Background: an optimization exercise with open tools, aiming at small area. Do not read the settings as production practice. Where RTL was checked, it was by simulation tests only, not by an equivalence proof against the original. Only the layout flow was run in runs 3 to 6; the RTL was not checked for function there.

**run.sh**
```bash
#!/bin/bash
# synth_recipe.tcl (not shown) runs the flow's synth.tcl, then flattens the netlist and writes it again
# the make line also repeats each setting of config.mk as NAME=value (left out here)
make -C /OpenROAD-flow-scripts/flow DESIGN_CONFIG=/design/flow/config.mk WORK_HOME=/design/flow/orfs CLKGATE_MAP_FILE= SYNTH_SCRIPT=/design/flow/synth_recipe.tcl finish
```
**config.mk**
```make
export PLATFORM = sky130hd
export DESIGN_NAME = MatchingGame
export DESIGN_NICKNAME = MatchingGame
export VERILOG_FILES = /design/flow/design.v
export SDC_FILE = /design/flow/constraint.sdc
export NUM_CORES = 4
export LEC_CHECK = 0
export CAP_MARGIN = 20
export CORE_MARGIN = 2
export CORE_UTILIZATION = 40
export SLEW_MARGIN = 20
```
**design.v**
```verilog
`timescale 1ns / 1ps
module RNG(
    input clk,
    input seedReset,
    input reset,
    input randSig,
    output reg [31:0] seed,
    output [2:0] color       
    );
always @ (posedge clk)
	if (seedReset)
		seed <= 32'd1;
	else
		seed <= seed + 32'd1;
reg [31:0] r;
reg isSeeded;
wire [31:0] m7   = {r[28:0], 3'b000} - r;
wire [31:0] m49  = {m7[28:0], 3'b000} - m7;
wire [31:0] m343 = {m49[28:0], 3'b000} - m49;
wire [31:0] s = {1'b0, m343[30:0]} + {31'd0, m343[31]};
wire [30:0] red = (s[30:0] == 31'h7FFFFFFF) ? 31'd0 : s[30:0];
wire [31:0] nxt = {1'b0, red[30:1], red[0] | s[31]};
always @ (posedge clk)
	if (randSig)
		r <= m49;
	else if (!isSeeded)
		r <= seed;
	else
		r <= nxt;
always @ (posedge clk)
	if (reset)
		isSeeded <= 1'b0;
	else if (!randSig)
		isSeeded <= 1'b1;
function [1:0] add3;
	input [1:0] a;
	input [1:0] b;
	reg [2:0] t;
	begin
		t = a + b;
		add3 = (t >= 3'd3) ? t - 3'd3 : t[1:0];
	end
endfunction
reg [1:0] m3;
integer i;
always @ (*) begin
	m3 = 2'd0;
	for (i = 0; i < 16; i = i + 1)
		m3 = add3(m3, (r[2*i +: 2] == 2'd3) ? 2'd0 : r[2*i +: 2]);
end
assign color = r[0] ? ((m3 == 2'd1) ? 3'd2 : (m3 == 2'd0) ? 3'd4 : 3'd6)
                    : ((m3 == 2'd0) ? 3'd1 : (m3 == 2'd2) ? 3'd3 : 3'd5);
endmodule
`timescale 1ns / 1ps
module MapGen(
    input clk,
	input reset,
	input [2:0] color,
	input [15:0] clr,
	output reg randSig,
	output reg finishedGen,
    output reg [47:0] logicMap
    );
reg [2:0] colorVal;
reg [1:0] c1, c2, c3, c6;
reg [2:0] c4, c5;
reg nz;
always @ (*)
	case (colorVal)
		3'd1: nz = |c1;
		3'd2: nz = |c2;
		3'd3: nz = |c3;
		3'd4: nz = |c4;
		3'd5: nz = |c5;
		3'd6: nz = |c6;
		default: nz = 1'b0;
	endcase
wire allzero = ~|{c1, c2, c3, c4, c5, c6};
wire place = randSig & nz;
always @ (posedge clk) begin
	if (reset) begin
		randSig <= 1'b0;
		finishedGen <= 1'b0;
		colorVal <= 3'd0;
		c1 <= 2'd2; c2 <= 2'd2; c3 <= 2'd2; c6 <= 2'd2;
		c4 <= 3'd4; c5 <= 3'd4;
	end
	else begin
		randSig <= !randSig;
		if (randSig) begin
			colorVal <= color;
			if (nz) begin
				case (colorVal)
					3'd1: c1 <= c1 - 2'd1;
					3'd2: c2 <= c2 - 2'd1;
					3'd3: c3 <= c3 - 2'd1;
					3'd4: c4 <= c4 - 3'd1;
					3'd5: c5 <= c5 - 3'd1;
					3'd6: c6 <= c6 - 2'd1;
					default: ;
				endcase
			end
			else if (allzero)
				finishedGen <= 1'b1;
		end
	end
end
integer k;
always @ (posedge clk) begin
	if (reset)
		logicMap <= 48'd0;
	else if (place)
		logicMap <= {colorVal, logicMap[47:3]};
	else
		for (k = 0; k < 16; k = k + 1)
			if (clr[k])
				logicMap[3*k +: 3] <= 3'd0;
end
endmodule
`timescale 1ns / 1ps
module FSM(
    input clk,
	input reset,
	input [7:0] tick,
    input btnU,
    input btnD,
    input btnL,
    input btnR,
    input btnS,
	input finishedGen,
	input [2:0] rd,             
	output reg mapReset,
	output [15:0] clr,          
	output reg [2:0] state,
    output reg [3:0] cursor,
	output reg [3:0] sel0,
	output reg [3:0] sel1,
	output reg s1,
	output reg [3:0] pairs      
    );
localparam [18:0] REVEAL_T = 19'h5337d;
localparam [18:0] FINISH_T = 19'h1f7e3;
reg clk_en;
reg [2:0] step_L, step_R, step_U, step_D, step_S;
always @ (posedge clk)
	clk_en <= ~reset & (tick == 8'd2);
always @ (posedge clk) begin
	if (reset) begin
		step_L <= 3'b000;
		step_R <= 3'b000;
		step_U <= 3'b000;
		step_D <= 3'b000;
		step_S <= 3'b000;
	end
	else if (clk_en) begin
		step_L <= {btnL, step_L[2:1]};
		step_R <= {btnR, step_R[2:1]};
		step_U <= {btnU, step_U[2:1]};
		step_D <= {btnD, step_D[2:1]};
		step_S <= {btnS, step_S[2:1]};
	end
end
wire bs = (tick == 8'd5);
wire buttonL = ~step_L[0] & step_L[1] & bs;
wire buttonR = ~step_R[0] & step_R[1] & bs;
wire buttonU = ~step_U[0] & step_U[1] & bs;
wire buttonD = ~step_D[0] & step_D[1] & bs;
wire buttonS = ~step_S[0] & step_S[1] & bs;
reg [18:0] timer;
wire [18:0] timer_n = {timer[17:0], ~(timer[18] ^ timer[17])};
wire t3 = (timer == REVEAL_T);
wire t5 = (timer == FINISH_T);
reg [2:0] col1;
reg mt;
wire invalid = (rd == 3'd0) | ((cursor == sel0) & s1);
always @ (posedge clk) begin
	if (reset) begin
		state <= 3'd0;
		timer <= 19'd0;
		pairs <= 4'd0;
		s1 <= 1'b0;
		cursor <= 4'd0;
		mapReset <= 1'b0;
	end
	else begin
		mapReset <= (state == 3'd5) & ~t5;
		timer <= (((state == 3'd3) & ~t3) | ((state == 3'd5) & ~t5)) ? timer_n : 19'd0;
		case (state)
			3'd0: if (finishedGen) begin
				pairs <= 4'd0;
				state <= 3'd1;
			end
			3'd1: begin
				if (buttonU)
					cursor <= cursor - 4'd4;
				else if (buttonD)
					cursor <= cursor + 4'd4;
				else if (buttonL)
					cursor <= {cursor[3:2], cursor[1:0] - 2'd1};
				else if (buttonR)
					cursor <= {cursor[3:2], cursor[1:0] + 2'd1};
				if (buttonS)
					state <= 3'd2;
			end
			3'd2: begin
				if (!invalid)
					s1 <= ~s1;
				state <= (!invalid && s1) ? 3'd3 : 3'd1;
			end
			3'd3: if (t3) state <= 3'd4;
			3'd4: begin
				if (mt)
					pairs <= pairs + 4'd1;
				state <= (mt && pairs == 4'd7) ? 3'd5 : 3'd1;
			end
			3'd5: if (t5) state <= 3'd0;
			default: ;
		endcase
	end
end
always @ (posedge clk)
	if (!reset && state == 3'd2 && !invalid) begin
		if (!s1) begin
			sel0 <= cursor;
			col1 <= rd;
		end
		else begin
			sel1 <= cursor;
			mt <= (rd == col1);
		end
	end
wire clrEn = (state == 3'd4) & mt;
assign clr = clrEn ? ((16'd1 << sel0) | (16'd1 << sel1)) : 16'd0;
endmodule
`timescale 1ns / 1ps
module vga(
	input wire clk,
	input wire reset,
	input wire [1:0] phase,
	input wire [3:0] cursor,
	input wire [3:0] sel0,
	input wire [3:0] sel1,
	input wire cnt1,
	input wire cnt2,
	input wire gate,           
	input wire [2:0] rd,
	output wire [3:0] idx,
    output reg [7:0] rgb,
    output wire hsync,
    output wire vsync
    );
	wire en   = (phase == 2'd2);
	wire samp = (phase == 2'd3);
	reg [3:0] qx, qy;
	reg [5:0] rx, ry;
	always @ (posedge clk) begin
		if (reset) begin
			qx <= 4'd0;
			rx <= 6'd40;
			qy <= 4'd2;
			ry <= 6'd0;
		end
		else if (en) begin
			if (qx == 4'd14) begin
				qx <= 4'd0;
				rx <= 6'd40;
				if (qy == 4'd10 && ry == 6'd45) begin
					qy <= 4'd2;
					ry <= 6'd0;
				end
				else if (ry == 6'd59) begin
					ry <= 6'd0;
					qy <= qy + 4'd1;
				end
				else
					ry <= ry + 6'd1;
			end
			else if (rx == 6'd59) begin
				rx <= 6'd0;
				qx <= qx + 4'd1;
			end
			else
				rx <= rx + 6'd1;
		end
	end
	assign hsync = ~((qx == 4'd11 && rx >= 6'd36) || qx == 4'd12 || (qx == 4'd13 && rx < 6'd12));
	assign vsync = ~(qy == 4'd10 && (ry == 6'd10 || ry == 6'd11));
	assign idx = {qy[1:0], qx[1:0]};
	reg [2:0] vid;
	always @ (posedge clk)
		if (samp)
			vid <= gate ? 3'd0 : rd;
	wire inb   = (qx[3:2] == 2'b01) && (qy[3:2] == 2'b01);
	wire edgeb = (qx == 4'd4 && rx < 6'd2) || (qx == 4'd7 && rx >= 6'd58) ||
	             (qy == 4'd4 && ry == 6'd0) || (qy == 4'd7 && ry == 6'd59);
	wire curs  = (qx[1:0] == cursor[1:0]) && (qy[1:0] == cursor[3:2]) &&
	             rx >= 6'd20 && rx < 6'd40 && ry >= 6'd20 && ry < 6'd40;
	wire card1 = (qx[1:0] == sel0[1:0]) && (qy[1:0] == sel0[3:2]);
	wire card2 = (qx[1:0] == sel1[1:0]) && (qy[1:0] == sel1[3:2]);
	wire showc = (cnt1 & card1) | (cnt2 & (card1 | card2));
	reg [3:0] code;
	always @ (posedge clk)
		if (reset)
			code <= 4'd0;
		else if (en) begin
			if (!inb)
				code <= 4'd0;
			else if (edgeb || curs)
				code <= 4'b1001;
			else if (showc)
				code <= {1'b0, vid};
			else if (vid == 3'd0)
				code <= 4'd0;
			else
				code <= 4'b1000;
		end
	always @ (*)
		if (code[3])
			rgb = code[0] ? 8'b11111111 : 8'b10100100;
		else
			case (code[2:0])
				3'b000: rgb = 8'b00000000;
				3'b001: rgb = 8'b11110000;
				3'b010: rgb = 8'b00111111;
				3'b011: rgb = 8'b11000111;
				3'b100: rgb = 8'b00111000;
				3'b101: rgb = 8'b00000111;
				3'b110: rgb = 8'b11000000;
				default: rgb = 8'b00011111;
			endcase
endmodule
`timescale 1ns / 1ps
module SevenSeg(
    input clk,
	input reset,
	input [17:0] tick,
	input [3:0] pairs,
    output reg [7:0] C,   
    output reg [3:0] AN   
    );
wire upd = (tick[15:0] == 16'd2);
wire [1:0] d = tick[17:16] - 2'd1;
wire goal = (pairs == 4'd8);
reg started, gl;
reg [1:0] dl;
reg [2:0] vcode, ccode;
always @ (posedge clk) begin
	if (reset) begin
		started <= 1'b0;
		vcode <= 3'd0;
	end
	else if (upd) begin
		started <= 1'b1;
		if (!goal && !d[1])
			vcode <= d[0] ? ((pairs >= 4'd5) ? 3'd5 : 3'd0)
			              : ((pairs >= 4'd5) ? pairs[2:0] - 3'd5 : pairs[2:0]);
	end
end
always @ (posedge clk)
	if (!reset && upd) begin
		gl <= goal;
		dl <= d;
		if (!goal && !d[1])
			ccode <= vcode;
	end
wire [1:0] an_d = gl ? dl + 2'd1 : dl;
always @ (*) begin
	if (!started) begin
		AN = 4'b1111;
		C = 8'b11111111;
	end
	else begin
		case (an_d)
			2'd0: AN = 4'b0111;
			2'd1: AN = 4'b1011;
			2'd2: AN = 4'b1101;
			default: AN = 4'b1110;
		endcase
		if (gl)
			case (dl)
				2'd0: C = 8'b11000000;
				2'd1: C = 8'b10001000;
				2'd2: C = 8'b11000111;
				default: C = 8'b11000010;
			endcase
		else if (dl[1])
			C = 8'b11111111;
		else
			case (ccode)
				3'd0: C = 8'b11000000;
				3'd1: C = 8'b10100100;
				3'd2: C = 8'b10011001;
				3'd3: C = 8'b10000010;
				3'd4: C = 8'b10000000;
				default: C = 8'b11111001;
			endcase
	end
end
endmodule
`timescale 1ns / 1ps
module MatchingGame(
    input clk,
    input rst,
    input btnU,
    input btnD,
    input btnL,
    input btnR,
    input btnS,
	output [7:0] rgb,
	output hsync,
	output vsync,
	output [7:0] C,   
    output [3:0] AN   
    );
reg [1:0] arst_ff;
wire reset = arst_ff[0];
always @ (posedge clk)
	if (rst)
		arst_ff <= 2'b11;
	else
		arst_ff <= {1'b0, arst_ff[1]};
wire mapReset;
wire resetSum = mapReset | rst;
wire [31:0] seed;
wire [2:0] color;
wire randSig;
wire finishedGen;
wire [47:0] map;
wire [15:0] clr;
wire [2:0] state;
wire [3:0] cursor, sel0, sel1;
wire s1;
wire [3:0] pairs;
wire [3:0] vgaIdx;
wire [3:0] idx = (state == 3'd2) ? cursor : vgaIdx;
wire [2:0] rd = map[idx * 3 +: 3];
reg gate_d;
always @ (posedge clk)
	gate_d <= (state == 3'd0);
RNG rng(.clk(clk), .seedReset(rst), .reset(resetSum), .randSig(randSig), .seed(seed), .color(color));
MapGen mapgen(.clk(clk), .reset(resetSum), .color(color), .clr(clr), .randSig(randSig),
	.finishedGen(finishedGen), .logicMap(map));
FSM fsm(.clk(clk), .reset(reset), .tick(seed[7:0]), .btnU(btnU), .btnD(btnD), .btnL(btnL), .btnR(btnR), .btnS(btnS),
	.finishedGen(finishedGen), .rd(rd), .mapReset(mapReset), .clr(clr), .state(state), .cursor(cursor),
	.sel0(sel0), .sel1(sel1), .s1(s1), .pairs(pairs));
vga VGA(.clk(clk), .reset(reset), .phase(seed[1:0]), .cursor(cursor), .sel0(sel0), .sel1(sel1),
	.cnt1(s1), .cnt2(state == 3'd3 || state == 3'd4), .gate(gate_d), .rd(rd), .idx(vgaIdx),
	.rgb(rgb), .hsync(hsync), .vsync(vsync));
SevenSeg sevenseg(.clk(clk), .reset(reset), .tick(seed[17:0]), .pairs(pairs), .C(C), .AN(AN));
endmodule
```
**constraint.sdc**
```tcl
create_clock -name core_clock -period 50.0 [get_ports {clk}]
set_input_delay 10.0000 -clock core_clock [delete_from_list [all_inputs] [get_ports {clk}]]
set_output_delay 10.0000 -clock core_clock [all_outputs]
set_load 0.01 [all_outputs]
```
==> impl_metrics.ini, run 1 <==
[clock_network]
cts_tree = built
cts_htree_levels = 1
cts_setup_buffers = 0
ctsLongestPathBuffers = 3
cts_buffers = 28
cts_hold_buffers = 0
cts_sinks = 232
cts-root-buf = clkbuf_16
cts_resized = 0
path_clk_slew_ps = 60
clk_latency_ps = 580

[timing]
hold_violations = 0
skew_ps = 22.8
slew_headroom = 0.323
worst_slew_pin_slew_ps = 989
max_freq_mhz = 47.8
fin_setup_tns_ps = 0
setup_viol = 0
grt_setup_unrepaired = false
min_period_ps = 20920
slew_viol_final = 0
period_share = 0.418

[cells_and_area]
drive_above_1_share = 0.0392
layout.cells.non_filler = 2923
syn2layout_area_growth_pct = 8.72
fin_nets = 2469
insertedDiodeCount = 0
nFillCells = 4542

[critical_path]
cp.depth = 82
max_stage_delay_ps = 750
cpMaxStageDelayCell = dfxtp_1
crit_start = rng.r[2]
r2r_cells = 82
worst_setup_path_start_kind = register
crit_top_cell = ha_1
worstPathArrival_ps = 21430
r2r_setup_slack_ps = 29080
cp-end-kind = register
r2r_end = mapgen.colorVal[1]
r2r-start = rng.r[2]
cp_data_required_time_ps = 50510
critical_path_buf_inv_count = 1
cp_top_family = adder cells
critPathKind = reg2reg
critPathCapture = mapgen.colorVal[1]
path_max_fanout = 20

[drt]
first_iter_violations = 1153
vias = 16800
routed_via_density = 5.76
postRouteAntennaNets = 0
wirelength_mm = 50.4
drt_first_pass_iters = 5
drc = 0
post_drt_wl_per_cell_um = 17.2

[global_route]
antenna_found_initial = 1
grt_max_degree = 69
grt_usage = 0.207
globalRouteOverflowTotal = 0
grt_pass1_wl_mm = 82.0
grt_pass1_vias = 16000

[synth]
synth-edff-count = 22
synthArstFlopShare = 0
syn_area_per_cell_um2 = 7.86
seq_area_frac_synth = 0.263
netlist_area_um2 = 18500
syn-instance-count = 2353
synth_seq_cells = 232
synth_fp_nets = 2521
ys_warn_count = 6
ys_types = 88
ys_dominant_reg_cell = dfxtp_1

[min_path]
holdCritPathClass = reg2reg

[place]
hpwlAfterDp_mm = 38.5
port_buffers = 27
dp.cells = 2871
place.gp.congestion = 0.885

[die]
die_x_um = 219
dieArea_um2 = 48000
core_area_um2 = 45500
ios = 29
die_y_um = 219
rows = 78
initial_utilization = 0.407

[job]
cap_viol_max_count = 0

[outcome]
status = no timing/DRC/antenna violations
[layer usage]
metal	up-vias	wire length, um	GRT usage
met5	-	0	0
met4	0	1430	0.0617
met3	79	2320	0.0279
met2	333	22900	0.341
met1	8022	23700	0.282
li1	8397	-	-
[cell usage after synthesis (37+ instances only)]
library cell / n / share of area
ha_1: 146 / 0.099
nor3_1: 59 / 0.016
clkbuf_1: 98 / 0.020
xnor2_1: 86 / 0.041
or3_1: 37 / 0.013
inv_1: 143 / 0.029
a21oi_1: 170 / 0.046
xor2_1: 93 / 0.044
and2_1: 44 / 0.015
nand3_1: 49 / 0.013
a22oi_1: 78 / 0.032
nor2_1: 270 / 0.055
a21o_1: 46 / 0.019
o21ai_0: 81 / 0.022
nand2_1: 161 / 0.033
dfxtp_1: 210 / 0.23
[worst min-delay path by stage]
stage,to,slack [ps],from,depth (start not counted)
final,arst_ff[0],430,arst_ff[1],1
after global routing,arst_ff[0],430,arst_ff[1],1
after floorplan,arst_ff[0],390,arst_ff[1],1
after detailed placement,arst_ff[0],420,arst_ff[1],1
after CTS,arst_ff[0],430,arst_ff[1],1
after global placement,arst_ff[0],400,arst_ff[1],1
[cells by family after synthesis]
kind of cell             synth area share
multiplexers                       0.0155
adder cells (fa/ha/maj)             0.115
XOR/XNOR                           0.0885
buffers and inverters              0.0557
other                            0.000203
flip-flops                          0.263
AND/OR/NAND/NOR                     0.226
AO/OA/AOI/OAI                       0.236
[cell usage in the layout (no fill, tap or decap), drive strengths merged, types with 59 or more instances in the layout]
| cell | synthesis | layout |
|---|---|---|
| nand2 | 161 | 161 |
| xor2 | 93 | 93 |
| o21ai | 88 | 88 |
| dfxtp | 210 | 210 |
| nor3 | 59 | 59 |
| a21oi | 170 | 170 |
| nor2 | 270 | 270 |
| ha | 146 | 146 |
| xnor2 | 86 | 86 |
| inv | 143 | 144 |
| a22oi | 78 | 78 |
[registers in the layout, indices dropped and copies added, names as in the netlist, 4 cells and up]
register / flops
fsm.sel1: 4
VGA.qx: 4
VGA.rx: 6
VGA.qy: 4
rng.seed: 32
VGA.ry: 6
rng.r: 32
fsm.sel0: 4
fsm.timer: 19
fsm.cursor: 4
fsm.pairs: 4
VGA.code: 4
mapgen.logicMap: 48
[layout make-up]
type	instances	area (um^2)	area share
inverters	144	541	0.0269
clock inverters	20	250	0.0124
clock buffers	32	726	0.0361
repair buffers	39	360	0.0179
multi-input cells	1856	12600	0.627
well taps	600	751	0.0373
flip-flops and latches	232	4870	0.242
[stage by stage]
stage	hold slack, ps	cell area, um^2	utilization	setup WS, ps
finish	434	20100	0.442	29080
global route	434	20100	0.442	27640
CTS	431	20100	0.442	28970
detailed placement	417	19100	0.421	29020
global placement	405	19100	0.421	29380
floorplan	389	18500	-	30260
==> run 2: changes to the inputs <==
--- a/design.v
+++ b/design.v
@@ -14,10 +14,49 @@
 		seed <= seed + 32'd1;
 reg [31:0] r;
 reg isSeeded;
-wire [31:0] m7   = {r[28:0], 3'b000} - r;
-wire [31:0] m49  = {m7[28:0], 3'b000} - m7;
-wire [31:0] m343 = {m49[28:0], 3'b000} - m49;
-wire [31:0] s = {1'b0, m343[30:0]} + {31'd0, m343[31]};
+function [31:0] add32;
+	input [31:0] a;
+	input [31:0] b;
+	reg c;
+	integer j;
+	begin
+		c = 1'b0;
+		for (j = 0; j < 32; j = j + 1) begin
+			add32[j] = a[j] ^ b[j] ^ c;
+			c = (a[j] & b[j]) | (c & (a[j] ^ b[j]));
+		end
+	end
+endfunction
+function [31:0] times7;
+	input [31:0] x;
+	reg c;
+	reg a;
+	reg b;
+	integer j;
+	begin
+		c = 1'b1;
+		for (j = 0; j < 32; j = j + 1) begin
+			a = (j >= 3) ? x[j-3] : 1'b0;
+			b = ~x[j];
+			times7[j] = a ^ b ^ c;
+			c = (a & b) | (c & (a ^ b));
+		end
+	end
+endfunction
+wire [31:0] m3r  = add32({r[30:0], 1'b0}, r);
+wire [31:0] m49  = add32({m3r[27:0], 4'b0000}, r);
+wire [31:0] m343 = times7(m49);
+reg [31:0] s;
+reg cc;
+integer j2;
+always @ (*) begin
+	cc = m343[31];
+	for (j2 = 0; j2 < 31; j2 = j2 + 1) begin
+		s[j2] = m343[j2] ^ cc;
+		cc = m343[j2] & cc;
+	end
+	s[31] = cc;
+end
 wire [30:0] red = (s[30:0] == 31'h7FFFFFFF) ? 31'd0 : s[30:0];
 wire [31:0] nxt = {1'b0, red[30:1], red[0] | s[31]};
 always @ (posedge clk)
@@ -105,17 +144,15 @@
 		end
 	end
 end
-integer k;
-always @ (posedge clk) begin
-	if (reset)
-		logicMap <= 48'd0;
-	else if (place)
-		logicMap <= {colorVal, logicMap[47:3]};
-	else
-		for (k = 0; k < 16; k = k + 1)
-			if (clr[k])
-				logicMap[3*k +: 3] <= 3'd0;
-end
+genvar k;
+generate
+	for (k = 0; k < 16; k = k + 1) begin : card
+		wire keep = ~(place | clr[k]);
+		always @ (posedge clk)
+			logicMap[3*k +: 3] <= ({3{place}} & ((k == 15) ? colorVal : logicMap[3*k+3 +: 3]))
+			                    | ({3{keep}} & logicMap[3*k +: 3]);
+	end
+endgenerate
 endmodule
 `timescale 1ns / 1ps
 module FSM(
@@ -229,8 +266,12 @@
 			mt <= (rd == col1);
 		end
 	end
-wire clrEn = (state == 3'd4) & mt;
-assign clr = clrEn ? ((16'd1 << sel0) | (16'd1 << sel1)) : 16'd0;
+reg clr2;
+always @ (posedge clk)
+	clr2 <= ~reset & (state == 3'd4) & mt;
+wire clrEn = ((state == 3'd4) & mt) | clr2;
+wire [3:0] clrIdx = clr2 ? sel1 : sel0;
+assign clr = clrEn ? (16'd1 << clrIdx) : 16'd0;
 endmodule
 `timescale 1ns / 1ps
 module vga(
==> run 2 against run 1 <==
Wire length decreased by 36%. Largest cell class unchanged. Critical path depth fell by 10. Clock-buffer cell count unchanged. Synthesized area fell by 19%. Register-to-register slack better by 160 ps. Still clean. Design area decreased by 17%. Sequential cell count increased by 1. Critical path type unchanged. Via count down 35%. Non-clock buffer count shrank 4. Synthesized cell count down 34%. Highest routed layer unchanged. Sequential share of layout area grew 5.4 points.
==> impl_metrics.ini, run 2 <==
[job]
cap_viol_max_count = 0

[critical_path]
r2r-start = rng.r[0]
path_max_fanout = 14
max_stage_delay_ps = 580
cp_data_required_time_ps = 50400
worst_setup_path_start_kind = register
cpMaxStageDelayCell = fa_1
critPathKind = reg2reg
r2r_cells = 72
r2r_end = rng.r[17]
cp-end-kind = register
crit_top_cell = ha_1
worstPathArrival_ps = 21160
r2r_setup_slack_ps = 29240

[global_route]
grt_pass1_vias = 10900
antenna_found_initial = 0
grt_usage = 0.170
globalRouteOverflowTotal = 0
grt_pass1_wl_mm = 55.1
grt_max_degree = 71

[drt]
first_iter_violations = 596
vias = 10900
routed_via_density = 5.31
wirelength_mm = 32.3
post_drt_wl_per_cell_um = 15.7
drc = 0
postRouteAntennaNets = 0
drt_first_pass_iters = 5

[synth]
netlist_area_um2 = 15100
syn-instance-count = 1542
synth_seq_cells = 233
synthArstFlopShare = 0
ys_dominant_reg_cell = dfxtp_1
ys_types = 72
synth-edff-count = 25
synth_fp_nets = 1764
synth_most_common_cell = dfxtp_1
ys_top_cells_by_area = dfxtp_1, fa_1, ha_1
yosys.area.top_type = dfxtp_1
seq_area_frac_synth = 0.326
ys_warn_count = 6
synth_top_area_share = 0.277
syn_area_per_cell_um2 = 9.77
synthTopCellsByCount = dfxtp_1, nor2_1, inv_1

[die]
initial_utilization = 0.403
rows = 71
die_x_um = 198
die_y_um = 198
core_area_um2 = 37400
ios = 29
dieArea_um2 = 39200

[cells_and_area]
final_area_um2 = 16600
top_register = mapgen.logicMap
largest_reg_flops = 48
syn2layout_area_growth_pct = 10.4
fin_nets = 1751
final_cell_mix = dfxtp_1, nor2_1, inv_1
final_common_cell = dfxtp_1
largestRegisters = mapgen.logicMap x48, rng.r x32, rng.seed x32
insertedDiodeCount = 0
drive_above_1_share = 0.0697

[clock_network]
cts_setup_buffers = 0
cts_tree = built
clk_latency_ps = 530
cts_resized = 0
path_clk_slew_ps = 60
cts_buffers = 27
cts_htree_levels = 1
cts-root-buf = clkbuf_16
ctsLongestPathBuffers = 3
cts_hold_buffers = 0
cts_sinks = 233

[timing]
fin_setup_tns_ps = 0
hold_violations = 0
skew_ps = 19.5
grt_setup_unrepaired = false
max_freq_mhz = 48.2
worst_slew_pin_slew_ps = 1050
slew_viol_final = 0
setup_viol = 0
min_period_ps = 20760
slew_headroom = 0.297
period_share = 0.415

[place]
port_buffers = 27
dpl_cell_area_um2 = 15700
place.gp.congestion = 0.822
hpwlAfterDp_mm = 24.2

[outcome]
status = no timing/DRC/antenna violations

[min_path]
hold_depth = 1
holdCritPathClass = reg2reg
whs_endpoint = arst_ff[0]
holdCritStartpoint = arst_ff[1]
[run 2: cell types whose count changed after synthesis, moves of 30 or more]
cell	delta
o31ai_1	-30
nand2_1	-96
xor2_1	-47
a22oi_1	-70
fa_1	+79
a22o_1	+48
a21oi_1	-113
clkbuf_1	-43
xnor2_1	-54
nor2_1	-112
a21o_1	-42
[run 2: logic make-up (layout without fill, tap and decap cells)]
kind of cell             Yosys count  count (layout)  synth area share
buffers and inverters            216             223            0.0576
AO/OA/AOI/OAI                    283             283             0.131
XOR/XNOR                          78              78            0.0454
adder cells (fa/ha/maj)          215             215             0.226
AND/OR/NAND/NOR                  471             471             0.164
other                              1               1          0.000249
flip-flops                       233             233             0.326
multiplexers                      45              45            0.0499
[run 2: how the worst max path moves through the flow]
stage	from	end	slack [ps]	cells after the start
floorplan	rng.r[0]	rng.r[28]	30370	72
global placement	rng.r[0]	rng.r[16]	29500	72
detailed placement	rng.r[0]	rng.r[17]	29140	72
CTS	rng.r[0]	rng.r[17]	29090	72
global route	rng.r[0]	rng.r[16]	28300	72
finish	rng.r[0]	rng.r[17]	29240	72
[run 2: final cells by class]
cell class / count / area, um^2
Inverter: 139 / 522
Timing Repair Buffer: 35 / 343
Fill cell: 3604 / 20800
Clock inverter: 17 / 188
Clock buffer: 32 / 724
Multi-Input combinational cell: 1093 / 9290
Sequential cell: 233 / 4920
Tap cell: 511 / 639
[run 2: metrics by stage]
step	setup WS, ps	hold WS, ps	utilization	cells
6_report	29240	412	0.444	2060
5_1_grt	28300	433	0.444	2060
4_1_cts	29090	414	0.444	2059
3_5_place_dp	29140	399	0.419	2010
3_3_place_gp	29500	393	0.419	2010
2_1_floorplan	30370	389	-	1542
[run 2: worst max-delay path, delay by kind of cell, from the launching register on]
family / cells / cell delay, ps
AO/OA/AOI/OAI: 3 / 670
XOR/XNOR: 2 / 370
adder cells (fa/ha/maj): 59 / 17930
buffers and inverters: 6 / 600
flip-flops: 1 / 570
AND/OR/NAND/NOR: 2 / 510
[run 2: metal layers]
metal  track usage  vias up  share of wire
met4        0.0331        0          0.014
met3        0.0201       34          0.037
li1              -     5395              -
met5             0        -              0
met1         0.227     5344           0.47
met2         0.296      170           0.48
==> run 3: changes to the inputs <==
--- a/design.v
+++ b/design.v
@@ -4,7 +4,10 @@
     input seedReset,
     input reset,
     input randSig,
+    input tmode,
+    input [18:0] timerNext,
     output reg [31:0] seed,
+    output [18:0] timer,
     output [2:0] color       
     );
 always @ (posedge clk)
@@ -61,11 +64,12 @@
 wire [31:0] nxt = {1'b0, red[30:1], red[0] | s[31]};
 always @ (posedge clk)
 	if (randSig)
-		r <= m49;
+		r <= tmode ? {m49[31:19], timerNext} : m49;
 	else if (!isSeeded)
-		r <= seed;
+		r <= tmode ? {seed[31:19], timerNext} : seed;
 	else
-		r <= nxt;
+		r <= tmode ? {nxt[31:19], timerNext} : nxt;
+assign timer = r[18:0];
 always @ (posedge clk)
 	if (reset)
 		isSeeded <= 1'b0;
@@ -166,6 +170,9 @@
     input btnS,
 	input finishedGen,
 	input [2:0] rd,             
+	input [18:0] timer,         
+	output tmode,               
+	output [18:0] timerNext,
 	output reg mapReset,
 	output [15:0] clr,          
 	output reg [2:0] state,
@@ -203,17 +210,17 @@
 wire buttonU = ~step_U[0] & step_U[1] & bs;
 wire buttonD = ~step_D[0] & step_D[1] & bs;
 wire buttonS = ~step_S[0] & step_S[1] & bs;
-reg [18:0] timer;
+assign tmode = ~reset & (state != 3'd0);
 wire [18:0] timer_n = {timer[17:0], ~(timer[18] ^ timer[17])};
 wire t3 = (timer == REVEAL_T);
 wire t5 = (timer == FINISH_T);
 reg [2:0] col1;
 reg mt;
+assign timerNext = (((state == 3'd3) & ~t3) | ((state == 3'd5) & ~t5)) ? timer_n : 19'd0;
 wire invalid = (rd == 3'd0) | ((cursor == sel0) & s1);
 always @ (posedge clk) begin
 	if (reset) begin
 		state <= 3'd0;
-		timer <= 19'd0;
 		pairs <= 4'd0;
 		s1 <= 1'b0;
 		cursor <= 4'd0;
@@ -221,7 +228,6 @@
 	end
 	else begin
 		mapReset <= (state == 3'd5) & ~t5;
-		timer <= (((state == 3'd3) & ~t3) | ((state == 3'd5) & ~t5)) ? timer_n : 19'd0;
 		case (state)
 			3'd0: if (finishedGen) begin
 				pairs <= 4'd0;
@@ -478,11 +484,14 @@
 reg gate_d;
 always @ (posedge clk)
 	gate_d <= (state == 3'd0);
-RNG rng(.clk(clk), .seedReset(rst), .reset(resetSum), .randSig(randSig), .seed(seed), .color(color));
+wire tmode;
+wire [18:0] timer, timerNext;
+RNG rng(.clk(clk), .seedReset(rst), .reset(resetSum), .randSig(randSig), .tmode(tmode), .timerNext(timerNext),
+	.seed(seed), .timer(timer), .color(color));
 MapGen mapgen(.clk(clk), .reset(resetSum), .color(color), .clr(clr), .randSig(randSig),
 	.finishedGen(finishedGen), .logicMap(map));
 FSM fsm(.clk(clk), .reset(reset), .tick(seed[7:0]), .btnU(btnU), .btnD(btnD), .btnL(btnL), .btnR(btnR), .btnS(btnS),
-	.finishedGen(finishedGen), .rd(rd), .mapReset(mapReset), .clr(clr), .state(state), .cursor(cursor),
+	.finishedGen(finishedGen), .rd(rd), .timer(timer), .tmode(tmode), .timerNext(timerNext), .mapReset(mapReset), .clr(clr), .state(state), .cursor(cursor),
 	.sel0(sel0), .sel1(sel1), .s1(s1), .pairs(pairs));
 vga VGA(.clk(clk), .reset(reset), .phase(seed[1:0]), .cursor(cursor), .sel0(sel0), .sel1(sel1),
 	.cnt1(s1), .cnt2(state == 3'd3 || state == 3'd4), .gate(gate_d), .rd(rd), .idx(vgaIdx),
--- a/config.mk
+++ b/config.mk
@@ -7,5 +7,5 @@
 export LEC_CHECK = 0
 export CAP_MARGIN = 20
 export CORE_MARGIN = 2
-export CORE_UTILIZATION = 40
+export CORE_UTILIZATION = 70
 export SLEW_MARGIN = 20
==> run 3 against run 2 <==
Still clean. First-iteration DRC count increased by 12%. Fmax decreased by 0.16%. Sequential cell count down 19. Worst setup slack got worse by 33 ps. Via count grew 4.3%. Synthesized area down 1.3%. Global-route usage rose by 13 points. Clock-buffer cell count decreased by 1. Sequential share of layout area decreased by 1.2 points. Design area is 3.7% lower. Critical path type unchanged. Largest cell class unchanged.
==> impl_metrics.ini, run 3 <==
[cells_and_area]
largestRegisters = mapgen.logicMap x48, rng.r x32, rng.seed x32
largest_reg_flops = 48
syn2layout_area_growth_pct = 7.75
nFillCells = 1515
layout.cells.non_filler = 1862
regArea_um2 = 4540
drive_above_1_share = 0.0479
final_cell_mix = dfxtp_1, nor2_1, inv_1
multiInputGateArea_um2 = 9410
insertedDiodeCount = 0
final_common_cell = dfxtp_1
fin_nets = 1802
top_register = mapgen.logicMap

[synth]
ys_warn_count = 6
netlist_area_um2 = 14900
ys_types = 75
synth_most_common_cell = dfxtp_1
syn-instance-count = 1594
synth_seq_cells = 214
synthTopCellsByCount = dfxtp_1, nor2_1, inv_1
ys_dominant_reg_cell = dfxtp_1
yosys.area.top_type = dfxtp_1
syn_area_per_cell_um2 = 9.32
seq_area_frac_synth = 0.305
synth_fp_nets = 1827
ys_top_cells_by_area = dfxtp_1, fa_1, ha_1
synthArstFlopShare = 0
synth_top_area_share = 0.255
synth-edff-count = 25

[timing]
grt_setup_unrepaired = false
setup_ws_ps = 29210
min_period_ps = 20790
worst_slew_pin_slew_ps = 985
skew_ps = 15.8
slew_headroom = 0.339
slew_viol_final = 0
hold_violations = 0
period_share = 0.416
hold_slack_ps = 409
fin_setup_tns_ps = 0
setup_viol = 0
max_freq_mhz = 48.1

[die]
ios = 29
core_area_um2 = 21000
die_y_um = 150
rows = 53
die_x_um = 150
initial_utilization = 0.709
dieArea_um2 = 22400

[clock_network]
clk_latency_ps = 510
cts_buffers = 24
cts_sinks = 214
cts_tree = built
cts_setup_buffers = 0
cts-root-buf = clkbuf_16
cts_resized = 0
cts_htree_levels = 1
cts_hold_buffers = 0
path_clk_slew_ps = 60
ctsLongestPathBuffers = 3

[critical_path]
path_max_fanout = 23
cp-end-kind = register
cp_top_family = adder cells
max_stage_delay_ps = 590
critPathKind = reg2reg
worst_setup_path_start_kind = register
critical_path_buf_inv_count = 6
worstPathArrival_ps = 21160
r2r-start = rng.r[0]
crit_start = rng.r[0]
cp_data_required_time_ps = 50370
crit_top_cell = ha_1
cpMaxStageDelayCell = fa_1

[place]
dp_slack_ps = 28840
dp.cells = 1817
port_buffers = 27
place.gp.congestion = 0.897
hpwlAfterDp_mm = 24.4

[global_route]
antenna_found_initial = 0
grt_max_degree = 70
grt_usage = 0.296
grt_pass1_vias = 11100
globalRouteOverflowTotal = 0
grt_pass1_wl_mm = 54.1

[drt]
drc = 0
routed_via_density = 6.13
post_drt_wl_per_cell_um = 17.8
first_iter_violations = 667
postRouteAntennaNets = 0
drt_first_pass_iters = 5
vias = 11400
wirelength_mm = 33.1

[min_path]
holdCritPathClass = reg2reg
holdCritStartpoint = arst_ff[1]

[job]
cap_viol_max_count = 0

[outcome]
status = no timing/DRC/antenna violations
-- run 3: cell types whose count changed after synthesis, sizes merged, moves of 15 or more --
cell    delta
nor2      +17
and2      -20
a311oi    +39
nor2b     +24
clkbuf    +15
a221oi    -22
dfxtp     -19
mux4      -17
-- run 3: kinds of logic after synthesis --
family,Yosys count,synth area share
flip-flops,214,0.305
XOR/XNOR,81,0.0478
AND/OR/NAND/NOR,490,0.167
AO/OA/AOI/OAI,307,0.148
buffers and inverters,237,0.0620
adder cells (fa/ha/maj),226,0.238
multiplexers,38,0.0319
other,1,0.000252
-- run 3: worst paths after layout --
| check | cells past startpoint | slack (ps) | to |
|---|---|---|---|
| min reg2reg | 1 | 410 | arst_ff[0] |
| min | 1 | 410 | arst_ff[0] |
| max | 72 | 29210 | rng.r[14] |
| max reg2reg | 72 | 29210 | rng.r[14] |
-- run 3: cell type report --
type	instances	share of cell area
clock buffers	31	0.0417
clock inverters	13	0.00782
inverters	150	0.0353
multi-input cells	1143	0.588
flip-flops and latches	214	0.284
well taps	275	0.0215
repair buffers	36	0.0224
-- run 3: layer usage --
| metal | up-vias | routed length (um) | GRT usage |
|---|---|---|---|
| met2 | 311 | 16400 | 0.516 |
| li1 | 5527 | - | - |
| met3 | 81 | 1390 | 0.0338 |
| met4 | 0 | 1180 | 0.113 |
| met1 | 5491 | 14100 | 0.379 |
| met5 | - | 0 | 0 |
-- run 3: per-stage QoR --
step / area, um^2 / util
2_1_floorplan: 14900 / -
3_3_place_gp: 15200 / 0.725
3_5_place_dp: 15200 / 0.725
4_1_cts: 16000 / 0.762
5_1_grt: 16000 / 0.764
6_report: 16000 / 0.764
==> run 4: changes to the inputs <==
--- a/design.v
+++ b/design.v
@@ -10,14 +10,29 @@
     output [18:0] timer,
     output [2:0] color       
     );
+function [1:0] add3;
+	input [1:0] a;
+	input [1:0] b;
+	reg [2:0] t;
+	begin
+		t = a + b;
+		add3 = (t >= 3'd6) ? t - 3'd6 : (t >= 3'd3) ? t - 3'd3 : t[1:0];
+	end
+endfunction
+reg [1:0] sig;
 always @ (posedge clk)
-	if (seedReset)
+	if (seedReset) begin
 		seed <= 32'd1;
-	else
+		sig <= 2'd1;
+	end
+	else begin
 		seed <= seed + 32'd1;
+		sig <= (sig == 2'd2) ? 2'd0 : sig + 2'd1;
+	end
 reg [31:0] r;
+reg [1:0] rho;               
 reg isSeeded;
-function [31:0] add32;
+function [32:0] add32;
 	input [31:0] a;
 	input [31:0] b;
 	reg c;
@@ -28,9 +43,10 @@
 			add32[j] = a[j] ^ b[j] ^ c;
 			c = (a[j] & b[j]) | (c & (a[j] ^ b[j]));
 		end
+		add32[32] = c;
 	end
 endfunction
-function [31:0] times7;
+function [32:0] times7;
 	input [31:0] x;
 	reg c;
 	reg a;
@@ -44,11 +60,12 @@
 			times7[j] = a ^ b ^ c;
 			c = (a & b) | (c & (a ^ b));
 		end
+		times7[32] = c;
 	end
 endfunction
-wire [31:0] m3r  = add32({r[30:0], 1'b0}, r);
-wire [31:0] m49  = add32({m3r[27:0], 4'b0000}, r);
-wire [31:0] m343 = times7(m49);
+wire [32:0] m3r  = add32({r[30:0], 1'b0}, r);
+wire [32:0] m49  = add32({m3r[27:0], 4'b0000}, r);
+wire [32:0] m343 = times7(m49[31:0]);
 reg [31:0] s;
 reg cc;
 integer j2;
@@ -60,39 +77,37 @@
 	end
 	s[31] = cc;
 end
-wire [30:0] red = (s[30:0] == 31'h7FFFFFFF) ? 31'd0 : s[30:0];
+wire allOnes = (s[30:0] == 31'h7FFFFFFF);
+wire [30:0] red = allOnes ? 31'd0 : s[30:0];
 wire [31:0] nxt = {1'b0, red[30:1], red[0] | s[31]};
+wire [1:0] hx = add3(m3r[31:30], m3r[29:28]);    
+wire [1:0] neg49 = add3(add3(hx, {1'b0, r[31]}), {1'b0, m3r[32]} + {1'b0, m49[32]});
+wire [1:0] rho49 = add3(rho, (neg49 == 2'd0) ? 2'd0 : 2'd3 - neg49);
+wire [1:0] hh = add3({1'b0, m49[31]}, m49[30:29]);        
+wire k = allOnes | s[31];
+wire [1:0] neg343 = add3(add3(hh, {1'b0, m343[32]}), {1'b0, m343[31]} + {1'b0, k});
+wire [1:0] rhoNxt = add3(add3(rho49, 2'd1), (neg343 == 2'd0) ? 2'd0 : 2'd3 - neg343);
 always @ (posedge clk)
-	if (randSig)
-		r <= tmode ? {m49[31:19], timerNext} : m49;
-	else if (!isSeeded)
+	if (randSig) begin
+		r <= tmode ? {m49[31:19], timerNext} : m49[31:0];
+		rho <= rho49;
+	end
+	else if (!isSeeded) begin
 		r <= tmode ? {seed[31:19], timerNext} : seed;
-	else
+		rho <= sig;
+	end
+	else begin
 		r <= tmode ? {nxt[31:19], timerNext} : nxt;
+		rho <= rhoNxt;
+	end
 assign timer = r[18:0];
 always @ (posedge clk)
 	if (reset)
 		isSeeded <= 1'b0;
 	else if (!randSig)
 		isSeeded <= 1'b1;
-function [1:0] add3;
-	input [1:0] a;
-	input [1:0] b;
-	reg [2:0] t;
-	begin
-		t = a + b;
-		add3 = (t >= 3'd3) ? t - 3'd3 : t[1:0];
-	end
-endfunction
-reg [1:0] m3;
-integer i;
-always @ (*) begin
-	m3 = 2'd0;
-	for (i = 0; i < 16; i = i + 1)
-		m3 = add3(m3, (r[2*i +: 2] == 2'd3) ? 2'd0 : r[2*i +: 2]);
-end
-assign color = r[0] ? ((m3 == 2'd1) ? 3'd2 : (m3 == 2'd0) ? 3'd4 : 3'd6)
-                    : ((m3 == 2'd0) ? 3'd1 : (m3 == 2'd2) ? 3'd3 : 3'd5);
+assign color = r[0] ? ((rho == 2'd1) ? 3'd2 : (rho == 2'd0) ? 3'd4 : 3'd6)
+                    : ((rho == 2'd0) ? 3'd1 : (rho == 2'd2) ? 3'd3 : 3'd5);
 endmodule
 `timescale 1ns / 1ps
 module MapGen(
--- a/config.mk
+++ b/config.mk
@@ -8,4 +8,6 @@
 export CAP_MARGIN = 20
 export CORE_MARGIN = 2
 export CORE_UTILIZATION = 70
+export CTS_BUF_LIST = sky130_fd_sc_hd__clkbuf_4
+export CTS_CLUSTER_SIZE = 10
 export SLEW_MARGIN = 20
==> run 4 against run 3 <==
Sequential share of layout area increased by 0.76 points. First-iteration DRC count increased by 7.5%. Still clean on timing, DRC and antenna. Sequential cell count increased by 4. Design area decreased by 0.94%. Synthesized area decreased by 1.2%. Clock-buffer cell count increased by 58.
==> impl_metrics.ini, run 4 <==
[cells_and_area]
largest_reg_flops = 48
fin_nets = 1757
final_cell_mix = dfxtp_1, inv_1, nor2_1
final_common_cell = dfxtp_1
drive_above_1_share = 0.0957
syn2layout_area_growth_pct = 8.01
largestRegisters = mapgen.logicMap x48, rng.r x32, rng.seed x32
top_register = mapgen.logicMap

[synth]
syn-instance-count = 1537
synth_top_area_share = 0.263
synth_top_family_by_area = adder cells
synth_compound_area_frac = 0.148
ys_dominant_reg_cell = dfxtp_1
synth_simple_gate_area_frac = 0.149
ys_warn_count = 6
synthArstFlopShare = 0
synth_fa_ha_area_frac = 0.221
synth_fp_nets = 1745
synth_seq_cells = 218
ys_top_cells_by_area = dfxtp_1, fa_1, ha_1
synthTopCellsByCount = dfxtp_1, inv_1, nor2_1
seq_area_frac_synth = 0.314
yosys.area.top_type = dfxtp_1
netlist_area_um2 = 14700
synth_xor_area_frac = 0.0447
syn_area_per_cell_um2 = 9.55
synth-edff-count = 25
synth_most_common_cell = dfxtp_1
synth_mux_area_frac = 0.0533
ys_types = 72

[clock_network]
cts_tree = built
cts_setup_buffers = 0
cts-root-buf = clkbuf_4
clk_latency_ps = 730
cts_buffers = 58
ctsLongestPathBuffers = 3
cts_hold_buffers = 0
path_clk_slew_ps = 70
cts_sinks = 218
cts_htree_levels = 2
cts_resized = 0

[min_path]
holdCritStartpoint = arst_ff[1]
holdCritPathClass = reg2reg
whs_endpoint = arst_ff[0]
hold_depth = 1

[critical_path]
worst_setup_path_start_kind = register
cpMaxStageDelayCell = fa_1
cp_data_required_time_ps = 50520
worstPathArrival_ps = 24680
critPathKind = reg2reg
max_stage_delay_ps = 630
path_max_fanout = 10
r2r_end = rng.rho[1]
r2r_cells = 81
r2r-start = rng.r[0]
r2r_setup_slack_ps = 25840
cp-end-kind = register
crit_top_cell = ha_1

[timing]
slew_headroom = 0.283
period_share = 0.483
hold_violations = 0
setup_viol = 0
setup_ws_ps = 25840
fin_setup_tns_ps = 0
worst_slew_pin_slew_ps = 1070
min_period_ps = 24160
max_freq_mhz = 41.4
skew_ps = 77.4
grt_setup_unrepaired = false
slew_viol_final = 0

[place]
hpwlAfterDp_mm = 24.0
place.gp.congestion = 0.917
dp_slack_ps = 26040
port_buffers = 27

[global_route]
globalRouteOverflowTotal = 0
grt_usage = 0.303
grt_pass1_wl_mm = 54.5
grt_pass1_vias = 11500
grt_max_degree = 67
antenna_found_initial = 1

[drt]
vias = 11500
drt_first_pass_iters = 5
post_drt_wl_per_cell_um = 17.7
first_iter_violations = 717
dr_wl_met3_mm = 1.64
wirelength_mm = 33.0
routed.top_layer = met4
met2WireLength_mm = 16.9
met1_length_mm = 13.5
drc = 0
routed_via_density = 6.16
postRouteAntennaNets = 0

[die]
initial_utilization = 0.719
die_y_um = 149
die_x_um = 149
rows = 52
dieArea_um2 = 22100
ios = 29
core_area_um2 = 20400

[job]
cap_viol_max_count = 0

[outcome]
status = no timing/DRC/antenna violations
-- run 4: cell count changes in the layout (fill, tap and decap cells not counted), sizes merged, moves of 8 or more --
cell and change:
nand3b -10, inv +21, nor2b -24, a211oi -10, nand2 -14, mux4 +18, nand3 +15, a221oi +27
nor3 -8, nor2 -18, a311oi -25, clkbuf +58, o32a -12, ha -29
-- run 4: cells by family (layout without fill, tap and decap cells) --
group                      Yosys count  after routing
adders and majority gates          201            201
AOI/OAI and AO/OA                  305            305
DFF                                218            218
muxes                               46             46
other                                1              2
buffers and inverters              258            319
and+or+nand+nor                    433            433
xor gates and xnor gates            75             75
-- run 4: worst max-delay path by stage --
| stage | start | to | slack [ps] | cells past startpoint |
|---|---|---|---|---|
| final | rng.r[0] | rng.rho[1] | 25840 | 81 |
| after global routing | rng.r[0] | rng.rho[1] | 24910 | 81 |
| after CTS | rng.r[0] | rng.rho[1] | 25940 | 81 |
| after detailed placement | rng.r[0] | rng.rho[1] | 26040 | 81 |
| after global placement | rng.r[0] | rng.rho[1] | 26700 | 81 |
| after floorplan | rng.r[0] | rng.rho[1] | 27510 | 81 |
-- run 4: per-layer routing --
layer  vias to the layer above  track usage
met1                      5602        0.374
met3                        91       0.0480
met4                         0        0.116
met5                         -            0
li1                       5462            -
met2                       353        0.535
-- run 4: stage by stage --
| stage | area [um^2] | instances | hold slack [ps] | utilization |
|---|---|---|---|---|
| 2_1_floorplan | 14700 | 1537 | 389 | - |
| 3_3_place_gp | 15000 | 1759 | 391 | 0.735 |
| 3_5_place_dp | 15000 | 1759 | 400 | 0.735 |
| 4_1_cts | 15900 | 1868 | 415 | 0.776 |
| 5_1_grt | 15900 | 1869 | 433 | 0.776 |
| 6_report | 15900 | 1869 | 410 | 0.776 |
-- run 4: worst max-delay path, delay by kind of cell, from the launching register on --
family	cells	cell delay, ps
buf+inv	6	460
simple gates	3	780
flops	1	560
fa+ha+maj	65	21040
compound gates	7	1200
-- run 4: layout make-up --
cell class              instances  area (um^2)
clock inverters                20          170
diodes                          1         2.50
flip-flops and latches        218         4620
repair buffers                 39          360
well taps                     270          338
multi-input cells            1061         9060
fillers                      1454         4570
clock buffers                  89          668
inverters                     171          642
==> run 5: changes to the inputs <==
--- a/config.mk
+++ b/config.mk
@@ -8,6 +8,6 @@
 export CAP_MARGIN = 20
 export CORE_MARGIN = 2
 export CORE_UTILIZATION = 70
-export CTS_BUF_LIST = sky130_fd_sc_hd__clkbuf_4
-export CTS_CLUSTER_SIZE = 10
+export CTS_BUF_LIST = sky130_fd_sc_hd__clkbuf_8
+export CTS_CLUSTER_SIZE = 20
 export SLEW_MARGIN = 20
==> run 5 against run 4 <==
Synthesized cell count unchanged. Sequential share of layout area increased by 0.21 points. Still clean on timing, DRC and antenna. Critical path type unchanged. Via count decreased by 1.5%. Utilization decreased by 0.56 points. Hold slack got worse by 1.6 ps. Non-clock buffer count unchanged. Global-route usage decreased by 0.32 points.
==> impl_metrics.ini, run 5 <==
[outcome]
status = no timing/DRC/antenna violations

[timing]
min_period_ps = 24080
slew_viol_final = 0
worst_slew_pin_slew_ps = 1090
period_share = 0.482
fin_setup_tns_ps = 0
slew_headroom = 0.275
skew_ps = 31.3
setup_viol = 0
setup_ws_ps = 25920
grt_setup_unrepaired = false
max_freq_mhz = 41.5
hold_violations = 0

[cells_and_area]
final_area_um2 = 15700
largest_reg_flops = 48
insertedDiodeCount = 0
top_register = mapgen.logicMap
regArea_um2 = 4620
final_common_cell = dfxtp_1
final_cell_mix = dfxtp_1, inv_1, nor2_1
drive_above_1_share = 0.0655
nFillCells = 1439
largestRegisters = mapgen.logicMap x48, rng.r x32, rng.seed x32
syn2layout_area_growth_pct = 7.24
post-route-util = 0.771
fin_nets = 1737
multiInputGateArea_um2 = 9060

[synth]
synth_seq_cells = 218
syn_area_per_cell_um2 = 9.55
synth_fp_nets = 1745
synth_most_common_cell = dfxtp_1
synthTopCellsByCount = dfxtp_1, inv_1, nor2_1
synthArstFlopShare = 0
netlist_area_um2 = 14700
ys_top_cells_by_area = dfxtp_1, fa_1, ha_1
ys_types = 72
seq_area_frac_synth = 0.314
ys_dominant_reg_cell = dfxtp_1
ys_warn_count = 6
synth_top_area_share = 0.263
yosys.area.top_type = dfxtp_1
synth-edff-count = 25
syn-instance-count = 1537

[drt]
wirelength_mm = 32.6
drt_first_pass_iters = 5
post_drt_wl_per_cell_um = 17.8
vias = 11300
first_iter_violations = 738
postRouteAntennaNets = 0
drc = 0
routed_via_density = 6.21

[place]
hpwlAfterDp_mm = 24.0
place.gp.congestion = 0.917
dpl_cell_area_um2 = 15000
port_buffers = 27
dp_slack_ps = 26040

[clock_network]
path_clk_slew_ps = 70
cts_sinks = 218
cts_buffers = 38
cts-root-buf = clkbuf_8
clk_latency_ps = 550
cts_hold_buffers = 0
cts_setup_buffers = 0
ctsLongestPathBuffers = 3
cts_resized = 0
cts_htree_levels = 2
cts_tree = built

[critical_path]
critPathKind = reg2reg
cpMaxStageDelayCell = fa_1
crit_start = rng.r[0]
path_max_fanout = 10
worstPathArrival_ps = 24490
critPathCapture = rng.rho[1]
max_stage_delay_ps = 620
worst_setup_path_start_kind = register
crit_top_cell = ha_1
r2r_setup_slack_ps = 25920
r2r-start = rng.r[0]
r2r_cells = 81
cp_data_required_time_ps = 50410
cp-end-kind = register
r2r_end = rng.rho[1]

[die]
core_area_um2 = 20400
dieArea_um2 = 22100
die_y_um = 149
die_x_um = 149
rows = 52
ios = 29
initial_utilization = 0.719

[global_route]
antenna_found_initial = 0
grt_max_degree = 67
globalRouteOverflowTotal = 0
grt_usage = 0.299
grt_pass1_vias = 11200
grt_pass1_wl_mm = 53.7

[min_path]
holdCritPathClass = reg2reg

[job]
cap_viol_max_count = 0
-- run 5: cell counts after synthesis --
No cell type changed its count.
-- run 5: through the flow --
stage	hold WS, ps	cells
after floorplan	389	1537
after global placement	391	1759
after detailed placement	400	1759
after CTS	413	1827
after global routing	428	1827
final	408	1827
-- run 5: how the worst min path moves through the flow --
| stage | from | to | cells after the start |
|---|---|---|---|
| 2_1_floorplan | arst_ff[1] | arst_ff[0] | 1 |
| 3_3_place_gp | arst_ff[1] | arst_ff[0] | 1 |
| 3_5_place_dp | arst_ff[1] | arst_ff[0] | 1 |
| 4_1_cts | arst_ff[1] | arst_ff[0] | 1 |
| 5_1_grt | arst_ff[1] | arst_ff[0] | 1 |
| 6_report | arst_ff[1] | arst_ff[0] | 1 |
-- run 5: area by class of cell --
cell class	instances	area share
sequential	218	0.293
clock buffer	46	0.0402
inverter	171	0.0408
tap	270	0.0215
multi-input combinational	1061	0.575
timing repair buffer	39	0.0229
clock inverter	22	0.00596
-- run 5: metal layers --
metal | part of all wire | global-route usage
met1 | 0.42 | 0.378
met2 | 0.51 | 0.531
met3 | 0.044 | 0.0410
met4 | 0.026 | 0.103
met5 | 0 | 0
-- run 5: cell families (layout without fill, tap and decap cells) --
logic type / Yosys count / count (layout) / share of synthesized area
xor gates and xnor gates: 75 / 75 / 0.0447
other: 1 / 1 / 0.000255
adders and majority gates: 201 / 201 / 0.221
DFF: 218 / 218 / 0.314
muxes: 46 / 46 / 0.0533
AOI/OAI and AO/OA: 305 / 305 / 0.148
buffers and inverters: 258 / 278 / 0.0690
and+or+nand+nor: 433 / 433 / 0.149
-- run 5: critical path, delay by kind of cell (launching register included) --
family	cells	cell delay, ps
DFF	1	560
AOI/OAI and AO/OA	7	1180
adders and majority gates	65	20980
and+or+nand+nor	3	750
buffers and inverters	6	440
==> run 6: changes to the inputs <==
--- a/design.v
+++ b/design.v
@@ -189,7 +189,7 @@
 	output tmode,               
 	output [18:0] timerNext,
 	output reg mapReset,
-	output [15:0] clr,          
+	output clrEn,               
 	output reg [2:0] state,
     output reg [3:0] cursor,
 	output reg [3:0] sel0,
@@ -290,9 +290,7 @@
 reg clr2;
 always @ (posedge clk)
 	clr2 <= ~reset & (state == 3'd4) & mt;
-wire clrEn = ((state == 3'd4) & mt) | clr2;
-wire [3:0] clrIdx = clr2 ? sel1 : sel0;
-assign clr = clrEn ? (16'd1 << clrIdx) : 16'd0;
+assign clrEn = ((state == 3'd4) & mt) | clr2;
 endmodule
 `timescale 1ns / 1ps
 module vga(
@@ -494,8 +492,24 @@
 wire s1;
 wire [3:0] pairs;
 wire [3:0] vgaIdx;
-wire [3:0] idx = (state == 3'd2) ? cursor : vgaIdx;
-wire [2:0] rd = map[idx * 3 +: 3];
+reg [3:0] idx;
+always @ (*)
+	case (seed[1:0])
+		2'd0: idx = sel0;
+		2'd1: idx = sel1;
+		2'd2: idx = cursor;
+		default: idx = vgaIdx;
+	endcase
+wire [15:0] dec = 16'd1 << idx;
+wire clrEn;
+assign clr = clrEn ? dec : 16'd0;
+reg [2:0] rd;
+integer k;
+always @ (*) begin
+	rd = 3'd0;
+	for (k = 0; k < 16; k = k + 1)
+		rd = rd | ({3{dec[k]}} & map[3*k +: 3]);
+end
 reg gate_d;
 always @ (posedge clk)
 	gate_d <= (state == 3'd0);
@@ -506,7 +520,7 @@
 MapGen mapgen(.clk(clk), .reset(resetSum), .color(color), .clr(clr), .randSig(randSig),
 	.finishedGen(finishedGen), .logicMap(map));
 FSM fsm(.clk(clk), .reset(reset), .tick(seed[7:0]), .btnU(btnU), .btnD(btnD), .btnL(btnL), .btnR(btnR), .btnS(btnS),
-	.finishedGen(finishedGen), .rd(rd), .timer(timer), .tmode(tmode), .timerNext(timerNext), .mapReset(mapReset), .clr(clr), .state(state), .cursor(cursor),
+	.finishedGen(finishedGen), .rd(rd), .timer(timer), .tmode(tmode), .timerNext(timerNext), .mapReset(mapReset), .clrEn(clrEn), .state(state), .cursor(cursor),
 	.sel0(sel0), .sel1(sel1), .s1(s1), .pairs(pairs));
 vga VGA(.clk(clk), .reset(reset), .phase(seed[1:0]), .cursor(cursor), .sel0(sel0), .sel1(sel1),
 	.cnt1(s1), .cnt2(state == 3'd3 || state == 3'd4), .gate(gate_d), .rd(rd), .idx(vgaIdx),
--- a/config.mk
+++ b/config.mk
@@ -8,6 +8,7 @@
 export CAP_MARGIN = 20
 export CORE_MARGIN = 2
 export CORE_UTILIZATION = 70
-export CTS_BUF_LIST = sky130_fd_sc_hd__clkbuf_8
-export CTS_CLUSTER_SIZE = 20
+export CTS_BUF_LIST = sky130_fd_sc_hd__clkbuf_16
+export CTS_CLUSTER_DIAMETER = 120
+export CTS_CLUSTER_SIZE = 24
 export SLEW_MARGIN = 20
==> run 6 against run 5 <==
Worst setup slack gained 930 ps. Clock skew about the same. Critical path type unchanged. Synthesized area fell by 1.6%.
==> impl_metrics.ini, run 6 <==
[critical_path]
cp.depth = 81
max_stage_delay_ps = 630
critPathKind = reg2reg
crit_top_cell = ha_1
worstPathArrival_ps = 23530
worst_setup_path_start_kind = register
cp-end-kind = register
cp_data_required_time_ps = 50380
cpMaxStageDelayCell = edfxtp_1
cp_top_family = adder cells
critical_path_buf_inv_count = 5
r2r_cells = 81
path_max_fanout = 10

[min_path]
hold_depth = 1
holdCritPathClass = reg2reg

[place]
hpwlAfterDp_mm = 23.4
place.gp.congestion = 0.961
dpl_cell_area_um2 = 14800
dp.cells = 1825
dp_slack_ps = 27010
port_buffers = 27

[die]
rows = 52
ios = 29
die_x_um = 148
initial_utilization = 0.714
core_area_um2 = 20200
dieArea_um2 = 21800
die_y_um = 148

[timing]
period_share = 0.463
max_freq_mhz = 43.2
skew_ps = 31.1
hold_violations = 0
grt_setup_unrepaired = false
setup_ws_ps = 26850
slew_headroom = 0.342
min_period_ps = 23150
worst_slew_pin_slew_ps = 985
setup_viol = 0
slew_viol_final = 0
fin_setup_tns_ps = 0

[outcome]
status = no timing/DRC/antenna violations

[clock_network]
ctsLongestPathBuffers = 3
cts-root-buf = clkbuf_16
cts_setup_buffers = 0
cts_buffers = 13
cts_tree = built
clk_latency_ps = 500
cts_resized = 0
path_clk_slew_ps = 100
cts_htree_levels = 1
cts_hold_buffers = 0
cts_sinks = 218

[synth]
ys_types = 75
synth_top_area_share = 0.267
syn-instance-count = 1598
netlist_area_um2 = 14500
syn_area_per_cell_um2 = 9.04
synth_most_common_cell = dfxtp_1
synth_seq_cells = 218
ys_dominant_reg_cell = dfxtp_1
synthTopCellsByCount = dfxtp_1, inv_1, nor2_1
ys_warn_count = 6
yosys.area.top_type = dfxtp_1
ys_top_cells_by_area = dfxtp_1, fa_1, ha_1
seq_area_frac_synth = 0.319
synth_fp_nets = 1807
synthArstFlopShare = 0
synth-edff-count = 25

[cells_and_area]
largestRegisters = mapgen.logicMap x48, rng.r x32, rng.seed x32
final_area_um2 = 15200
post-route-util = 0.750
multiInputGateArea_um2 = 8890
regArea_um2 = 4620
largest_reg_flops = 48
drive_above_1_share = 0.0305
final_common_cell = dfxtp_1
nFillCells = 1502
top_register = mapgen.logicMap
final_cell_mix = dfxtp_1, inv_1, nor2_1
insertedDiodeCount = 0
layout.cells.non_filler = 1846
fin_nets = 1779
syn2layout_area_growth_pct = 4.98

[drt]
wirelength_mm = 31.0
drc = 0
drt_first_pass_iters = 5
first_iter_violations = 695
post_drt_wl_per_cell_um = 16.8
routed_via_density = 6.05
postRouteAntennaNets = 0
vias = 11200

[global_route]
grt_pass1_vias = 10900
globalRouteOverflowTotal = 0
grt_usage = 0.294
grt_pass1_wl_mm = 53.2
antenna_found_initial = 0
grt_max_degree = 68

[job]
cap_viol_max_count = 0
==> run 6: cell types whose count changed after synthesis, sizes merged, moves of 11 or more <==
cell / delta
nand2: +62
mux4: -24
o21ai: +11
a21oi: +40
o22ai: +16
clkbuf: -16
a221oi: -25
mux2i: +13
nor2b: +16
==> run 6: area by class of cell <==
| type | instances | area share |
|---|---|---|
| well taps | 270 | 0.0223 |
| clock inverters | 8 | 0.00346 |
| flip-flops and latches | 218 | 0.304 |
| inverters | 169 | 0.0418 |
| multi-input cells | 1136 | 0.586 |
| clock buffers | 13 | 0.0214 |
| repair buffers | 32 | 0.0203 |
==> run 6: worst paths after layout <==
| kind | start | endpoint | slack, ps |
|---|---|---|---|
| worst max-delay path | rng.r[0] | rng.rho[1] | 26850 |
| worst min-delay path | arst_ff[1] | arst_ff[0] | 450 |
| worst max register to register | rng.r[0] | rng.rho[1] | 26850 |
| worst min register to register | arst_ff[1] | arst_ff[0] | 450 |
==> run 6: worst reg2reg max path, delay by kind of cell (launching register included) <==
family / cells / cell delay [ps]
buf+inv: 5 / 450
compound gates: 6 / 860
fa+ha+maj: 65 / 20400
flops: 1 / 630
simple gates: 5 / 680
==> run 6: logic make-up after synthesis <==
| kind of cell | Yosys count | share of synthesized area |
|---|---|---|
| AO/OA/AOI/OAI | 336 | 0.155 |
| XOR/XNOR | 79 | 0.0479 |
| adder cells (fa/ha/maj) | 202 | 0.226 |
| buffers and inverters | 244 | 0.0661 |
| flip-flops | 218 | 0.319 |
| multiplexers | 35 | 0.0255 |
| other | 1 | 0.000259 |
| AND/OR/NAND/NOR | 483 | 0.160 |
==> run 6: metrics by stage <==
step,hold slack (ps)
2_1_floorplan,389
3_3_place_gp,392
3_5_place_dp,422
4_1_cts,453
5_1_grt,459
6_report,446
==> run 6: routing by layer <==
layer | wire length (um) | global-route usage | vias up
met3 | 1960 | 0.0488 | 51
met2 | 14200 | 0.470 | 343
met5 | 0 | 0 | -
li1 | - | - | 5425
met1 | 14200 | 0.422 | 5341
met4 | 604 | 0.0712 | 0

[what the ideal ports hide]
In the flow no input, the clock included, has a driving cell. The finished layouts below were timed again as built, in two steps. Step 1 assumes that a clkbuf_16 drives the clock port and a buf_2 every other input. Step 2 also shifts input and output timing later by t, the mid clock arrival at the registers, as if the neighbouring blocks saw the same clock. Three values: ideal, step 1, step 2; two values: the first two.
run | shift t [ns] | slack for setup (ns) | worst hold slack (ns) | worst setup path after step 2
run 1 | 0.625 | 29.078 / 29.078 / 29.078 | 0.434 / 0.434 / 0.434 | register to register
run 2 | 0.570 | 29.238 / 29.238 / 29.238 | 0.412 / 0.412 / 0.412 | register to register
run 3 | 0.553 | 29.206 / 29.206 / 29.206 | 0.409 / 0.409 / 0.409 | register to register
run 4 | 0.732 | 25.839 / 25.839 / 25.839 | 0.410 / 0.410 / 0.410 | register to register
run 5 | 0.578 | 25.920 / 25.920 / 25.920 | 0.408 / 0.408 / 0.408 | register to register
run 6 | 0.532 | 26.849 / 26.849 / 26.849 | 0.446 / 0.446 / 0.446 | register to register
After both steps every run listed still meets setup and hold.
